This is an optimization exercise on Yosys and OpenROAD, whose aim is small area, not a production implementation. RTL that was checked went through simulation tests only; none was proved equivalent to the original.

Design lsort_detect, start of the top module:
module lsort_detect (
    input               clk,
    input               rst_n,
    input               in_valid,
    input        [ 1:0] in_channel,
    input        [11:0] in_data,
    output logic        out_valid,
    output logic [ 1:0] out_channel,
    output logic [10:0] out_data,
    output logic        out_spike,
    output logic [38:0] out_time
);
Settings: LEC_CHECK=0, CAP_MARGIN=20, CORE_MARGIN=2, CORE_UTILIZATION=60, CTS_CLUSTER_DIAMETER=80, CTS_CLUSTER_SIZE=36, SLEW_MARGIN=20; clock period 14.0 ns.
standard.sh (not shown) runs the stock make flow with config.mk's settings and CLKGATE_MAP_FILE= SYNTH_SCRIPT=/design/flow/synth_recipe.tcl, a recipe that flattens the netlist after the stock synthesis.
==> flow/flow/run.sh <==
#!/bin/bash
# Layout flow: the standard layout (standard.sh) with two changes:
#  - after the standard synthesis, fa_polarity.py picks the polarity of each
#    full adder so that fewer inverters sit between adders (the registers and
#    all other cells stay as synthesis made them);
#  - the port buffers are the smallest buffer cell.
# Each step's output goes to a log of its own here; the tools' own logs are
# under orfs/logs.
set -euo pipefail
export BUFFER_PORTS_ARGS="-buffer_cell sky130_fd_sc_hd__buf_1"
R=orfs/results/${FLOW_PLATFORM}/lsort_detect/base
bash standard.sh synth > flow_synth.log 2>&1
cp $R/1_2_yosys.v flow_yosys_standard.v
python3 flow/fa_polarity.py flow_yosys_standard.v $R/1_2_yosys.new.v > flow_fa_polarity.log 2>&1
# the edited netlist is newer than 1_synth.odb, so make rebuilds it from there
mv $R/1_2_yosys.new.v $R/1_2_yosys.v
bash standard.sh finish > flow_finish.log 2>&1
Other scripts of this flow, unchanged in this note and not shown: flow/flow/fa_polarity.py
Rerun with:
--- a/flow/config.mk
+++ b/flow/config.mk
@@ -10,3 +10,3 @@
-export CORE_UTILIZATION = 60
-export CTS_CLUSTER_DIAMETER = 80
-export CTS_CLUSTER_SIZE = 36
+export CORE_UTILIZATION = 45
+export CTS_CLUSTER_DIAMETER = 100
+export CTS_CLUSTER_SIZE = 30
- design area decreases slightly
- final cell count is higher by a few percent
- worst setup slack degrades by 0.020 ns
Rerun with:
--- a/flow/config.mk
+++ b/flow/config.mk
@@ -10 +10 @@
-export CORE_UTILIZATION = 45
+export CORE_UTILIZATION = 35
Result:
- wire length stays flat
- register-to-register slack is worse by 0.09 ns
- first-iteration DRC count increases by about 10%
- final area increases by about 1.1%
- via count is about the same
- die area increases by about 28%
- hold slack is worse by 0.013 ns
- sequential share of layout area decreases by 0.65 points
- non-clock buffer count decreases by 4
Rerun with:
--- a/flow/config.mk
+++ b/flow/config.mk
@@ -8 +8 @@
-export CAP_MARGIN = 20
+export CAP_MARGIN = 5
@@ -10 +10 @@
-export CORE_UTILIZATION = 35
+export CORE_UTILIZATION = 40
@@ -13 +13 @@
-export SLEW_MARGIN = 20
+export SLEW_MARGIN = 5
The new run passed the timing, design-rule and antenna checks. Global-route usage rose by 1.6 points. Synthesized area does not change. Routed wire length fell by 0.31%. Register-to-register slack improves by 0.15 ns. Via count rose by 0.83%. Setup slack improves by 0.15 ns. Worst hold slack degrades by 0.0039 ns. Final area fell by 0.77%.


lsort_detect, a different RTL version from the one above (not shown whole).
For scale: roughly 2300 cells after synthesis, roughly 830 flip-flops, about 31000 sq um of cells after synthesis.
clock: 14.0 ns
lec_check: 0
cap_margin: 20
core_margin: 2
core_utilization: 40
slew_margin: 20
run.sh (not shown) runs the stock make flow with config.mk's settings and CLKGATE_MAP_FILE= SYNTH_SCRIPT=/design/flow/synth_recipe.tcl, a recipe that flattens the netlist after the stock synthesis.
Stock flow here: none of the scripts above is used.
The starting point completed without violations.
Next try:
Settings changed: CTS_CLUSTER_DIAMETER set to 70, CTS_CLUSTER_SIZE set to 24.
=>
- non-clock buffer count drops by 1
- core utilization drops by 1.9 points
- via count drops by a few percent
- fmax barely changes
- sequential share of layout area climbs by 2.0 points
- final area drops by a few percent
- wire length drops by a few percent
- clock skew drops by 0.0065 ns
Function was not checked in any run of this note: the RTL went through the layout flow alone.

-- port drivers added, routing unchanged --
Ports are ideal in the flow. The routed layouts listed here were re-timed in OpenROAD. Step 1: set_driving_cell puts a clkbuf_16 on clk and a buf_2 on each other input, an assumption about the parent block. Step 2 also shifts input and output timing later by t, the mid clock arrival at the registers, as if the neighbouring blocks saw the same clock. a / b / c = ideal ports / drivers / drivers and shift; a / b = the first two.
| run | t, ns | setup slack, ns | hold slack, ns | slew at the worst register clock pin (ns) | worst slew at a driven data input, ns |
|---|---|---|---|---|---|
| the first run of note 1 | 0.660 | 2.554 / 2.554 / 2.554 | 0.296 / 0.296 / 0.296 | 0.12 / 0.12 | 0.04 |
| the second run of note 1 | 0.657 | 2.533 / 2.533 / 2.533 | 0.329 / 0.329 / 0.329 | 0.11 / 0.11 | 0.04 |
| the third run of note 1 | 0.663 | 2.442 / 2.442 / 2.442 | 0.316 / 0.316 / 0.316 | 0.11 / 0.11 | 0.04 |
| the fourth run of note 1 | 0.653 | 2.595 / 2.595 / 2.595 | 0.312 / 0.312 / 0.312 | 0.12 / 0.12 | 0.03 |
| the first run of note 2 | 0.681 | 0.601 / 0.601 / 0.601 | 0.272 / 0.272 / 0.272 | 0.06 / 0.06 | 0.04 |
| the second run of note 2 | 0.653 | 0.580 / 0.580 / 0.580 | 0.284 / 0.284 / 0.284 | 0.09 / 0.09 | 0.04 |
After both steps setup and hold are still met in every run listed.
